Background: an optimization exercise with open tools, aiming at small area. Do not read the settings as production practice. Function was checked by simulation only, so behaviour that the tests miss may differ from the original.

==> flow/design.v <==
module ascon_permutation (
    input  logic [319:0] state_in,
    input  logic [3:0]   rc,
    output logic [319:0] state_out
);
function automatic [63:0] rot(input [63:0] x, input integer n);
    rot = (x >> n) | (x << (64 - n));
endfunction
logic [63:0] x0, x1, x2, x3, x4;
logic [63:0] a0, a1, a2, a3, a4;
logic [63:0] b0, b1, b2, b3, b4;
always_comb begin
    x0 = state_in[319:256];
    x1 = state_in[255:192];
    x2 = state_in[191:128] ^ {56'd0, ~rc, rc};
    x3 = state_in[127:64];
    x4 = state_in[63:0];
    a0 = x0 ^ x4;
    a4 = x4 ^ x3;
    a2 = x2 ^ x1;
    b0 = a0 ^ (~x1 & a2);
    b1 = x1 ^ (~a2 & x3);
    b2 = a2 ^ (~x3 & a4);
    b3 = x3 ^ (~a4 & a0);
    b4 = a4 ^ (~a0 & x1);
    b1 = b1 ^ b0;
    b0 = b0 ^ b4;
    b3 = b3 ^ b2;
    b2 = ~b2;
    state_out[319:256] = b0 ^ rot(b0, 19) ^ rot(b0, 28);
    state_out[255:192] = b1 ^ rot(b1, 61) ^ rot(b1, 39);
    state_out[191:128] = b2 ^ rot(b2, 1)  ^ rot(b2, 6);
    state_out[127:64]  = b3 ^ rot(b3, 10) ^ rot(b3, 17);
    state_out[63:0]    = b4 ^ rot(b4, 7)  ^ rot(b4, 41);
end
endmodule
module ascon_state_machine (
    input  logic       clk,
    input  logic       rst_n,
    input  logic       msg_start,
    input  logic       msg_last,
    output logic       run,         
    output logic [3:0] rc,
    output logic       absorb,      
    output logic       capture,     
    output logic       hash_ready
);
logic       start_prev;
logic [1:0] sq;
wire block_edge = msg_start & ~start_prev & ~run & ~hash_ready;
wire last_round = (rc == 4'd7);
always_ff @(posedge clk or negedge rst_n) begin
    if (!rst_n) begin
        start_prev <= 1'b0;
        run        <= 1'b0;
        rc         <= 4'd12;
        sq         <= 2'd0;
        hash_ready <= 1'b0;
        absorb     <= 1'b0;
        capture    <= 1'b0;
    end else begin
        start_prev <= msg_start;
        absorb     <= block_edge;
        capture    <= run & last_round & msg_last & (sq != 2'd3);
        if (run) begin
            rc <= last_round ? 4'd12 : rc + 4'd1;
            if (last_round) begin
                if (!msg_last) begin
                    run <= 1'b0;
                end else if (sq == 2'd3) begin
                    run        <= 1'b0;
                    hash_ready <= 1'b1;
                end else begin
                    sq <= sq + 2'd1;
                end
            end
        end else if (block_edge) begin
            run <= 1'b1;
        end
    end
end
endmodule
module ascon_statmachine_top (
    input logic clk,
    input logic rst_n,
    input logic [63:0] msg_in,
    input logic msg_start,
    input logic msg_last,
    output logic [0:255] hash_out,
    output wire hash_ready
);
localparam [319:0] INIT_STATE = 320'h6a7a78353667c5aac79a235d95b5ac4847cd172ccff3184fa1893074191cd8dc0033ab61e5b0cdbd;
logic [319:0] state;
logic [319:0] round_out;
logic [63:0]  h2, h1, h0;
logic         run, absorb, capture;
logic [3:0]   rc;
ascon_state_machine state_machine (
    .clk(clk),
    .rst_n(rst_n),
    .msg_start(msg_start),
    .msg_last(msg_last),
    .run(run),
    .rc(rc),
    .absorb(absorb),
    .capture(capture),
    .hash_ready(hash_ready)
);
ascon_permutation ascon_permutation (
    .state_in({state[319:256] ^ (msg_in & {64{absorb}}), state[255:0]}),
    .rc(rc),
    .state_out(round_out)
);
always_ff @(posedge clk) begin
    if (!rst_n)
        state <= INIT_STATE;
    else if (run)
        state <= round_out;
end
always_ff @(posedge clk) begin
    if (capture) begin
        h2 <= state[319:256];
        h1 <= h2;
        h0 <= h1;
    end
end
assign hash_out = {state[319:256], h2, h1, h0};
endmodule
clock: 6.0 ns
lec_check: 0
cap_margin: 5
core_margin: 2
core_utilization: 72
gpl_timing_driven: 0
slew_margin: 5
standard.sh (not shown) runs the stock make flow with config.mk's settings and CLKGATE_MAP_FILE= SYNTH_SCRIPT=/design/flow/synth_recipe.tcl, a recipe that flattens the netlist after the stock synthesis.
==> flow/flow/run.sh <==
#!/bin/bash
# ORFS layout with area-oriented changes. Each tool's output goes to the ORFS
# logs under orfs/logs/ and the make output to synth_make.log / layout_make.log.
#  - synthesis: the standard synthesis script, unchanged except that ABC
#    maps for area (flow/area.abc) and full adders are not extracted first;
#    registers, flattening and renaming are as in the standard synthesis
#  - no timing repair at floorplan (REMOVE_ABC_BUFFERS)
#  - port buffers use the smallest buffer (buf_1) instead of clkdlybuf4s50_1
#  - CTS with clkbuf_16 buffers, large sink clusters and without dummy loads
set -euo pipefail
W=$(pwd)
ABC_SCRIPT="$W/flow/area.abc"
{
  head -n 1 "$W/synth_recipe.tcl"
  sed "s#^source \$::env(SCRIPTS_DIR)/synth_preamble.tcl\$#&\nlset abc_args 1 $ABC_SCRIPT#" "$FLOW_HOME/scripts/synth.tcl"
  tail -n +3 "$W/synth_recipe.tcl"
} > "$W/area_synth.tcl"
grep -q "lset abc_args 1" "$W/area_synth.tcl"
bash standard.sh SYNTH_SCRIPT="$W/area_synth.tcl" ADDER_MAP_FILE= synth > synth_make.log 2>&1
# no sizing pass on the unbuffered area-mapped netlist at floorplan; the
# placement-stage repair_design buffers the high-fanout nets instead
export REMOVE_ABC_BUFFERS=1
export BUFFER_PORTS_ARGS="-buffer_cell sky130_fd_sc_hd__buf_1"
export CTS_ARGS="-sink_clustering_enable -repair_clock_nets -dont_use_dummy_load -buf_list sky130_fd_sc_hd__clkbuf_16 -sink_clustering_size 24 -sink_clustering_max_diameter 120"
bash standard.sh > layout_make.log 2>&1
==> flow/flow/area.abc <==
&get -n
&st
&dch
&nf -R 1000
&put
The first run finished clean.
Then changed:
--- a/flow/flow/run.sh
+++ b/flow/flow/run.sh
@@ -24 +24 @@
-export CTS_ARGS="-sink_clustering_enable -repair_clock_nets -dont_use_dummy_load -buf_list sky130_fd_sc_hd__clkbuf_16 -sink_clustering_size 24 -sink_clustering_max_diameter 120"
+export CTS_ARGS="-sink_clustering_enable -repair_clock_nets -dont_use_dummy_load -buf_list sky130_fd_sc_hd__clkbuf_16 -sink_clustering_size 28 -sink_clustering_max_diameter 90"
Settings changed: CAP_MARGIN 5 to 10, SLEW_MARGIN 5 to 10.
The new run passed the timing, design-rule and antenna checks.
Utilization hardly moves.
Via count falls by 0.76%.
Final area is about the same.
Maximum frequency rises by 0.93%.
Then changed:
--- a/flow/flow/run.sh
+++ b/flow/flow/run.sh
@@ -24 +24 @@
-export CTS_ARGS="-sink_clustering_enable -repair_clock_nets -dont_use_dummy_load -buf_list sky130_fd_sc_hd__clkbuf_16 -sink_clustering_size 28 -sink_clustering_max_diameter 90"
+export CTS_ARGS="-sink_clustering_enable -repair_clock_nets -dont_use_dummy_load -buf_list sky130_fd_sc_hd__clkbuf_16 -sink_clustering_size 24 -sink_clustering_max_diameter 120"
What happened: Area after synthesis is unchanged. Worst setup slack is better by 0.15 ns. Wire length decreases by 0.71%.
Then changed:
Settings changed: CAP_MARGIN 10 to 20, SLEW_MARGIN 10 to 20.
Outcome: The new run went through all stages and came out clean. Non-clock buffer count rises by 4. Core utilization rises by 0.30 points. Maximum frequency falls by 2.8%. Synthesized cell count is unchanged. Cell count hardly moves. Clock skew falls by 0.0042 ns. Die area stays the same. Sequential share of layout area falls by 0.13 points.

[what the ideal ports hide]
The results above use ideal ports. As a check the final layouts listed here were re-extracted and re-timed, cells and wires unchanged.
Step 1 (the two cells are an assumption about what drives the block):
set clk [get_ports {clk}]
set_driving_cell -lib_cell sky130_fd_sc_hd__clkbuf_16 $clk
set_driving_cell -lib_cell sky130_fd_sc_hd__buf_2 [delete_from_list [all_inputs] $clk]
Step 2 adds t to the input delays and takes it off the output delays; t is the mean of the earliest and latest rising clock arrival at the registers after step 1. Input paths then give back, and output paths get back, about the clock's delay inside the block.
Three values: ideal ports, drivers, drivers and shift; two values: the first two.
run | t, ns | slack for setup (ns) | worst slew at a driven data input, ns | cell pins on the clock port's net
the first run | 0.645 | 1.143 / 1.143 / 0.994 | 0.05 | 1
the second run | 0.647 | 1.188 / 1.188 / 1.058 | 0.04 | 1
the third run | 0.655 | 1.340 / 1.340 / 1.175 | 0.04 | 1
the fourth run | 0.650 | 1.206 / 1.206 / 0.937 | 0.04 | 1
After both steps every run listed still meets setup and hold. The setup slack of the fourth run, which loses most, moves by 0.000 ns with the drivers and by -0.269 ns with both steps.
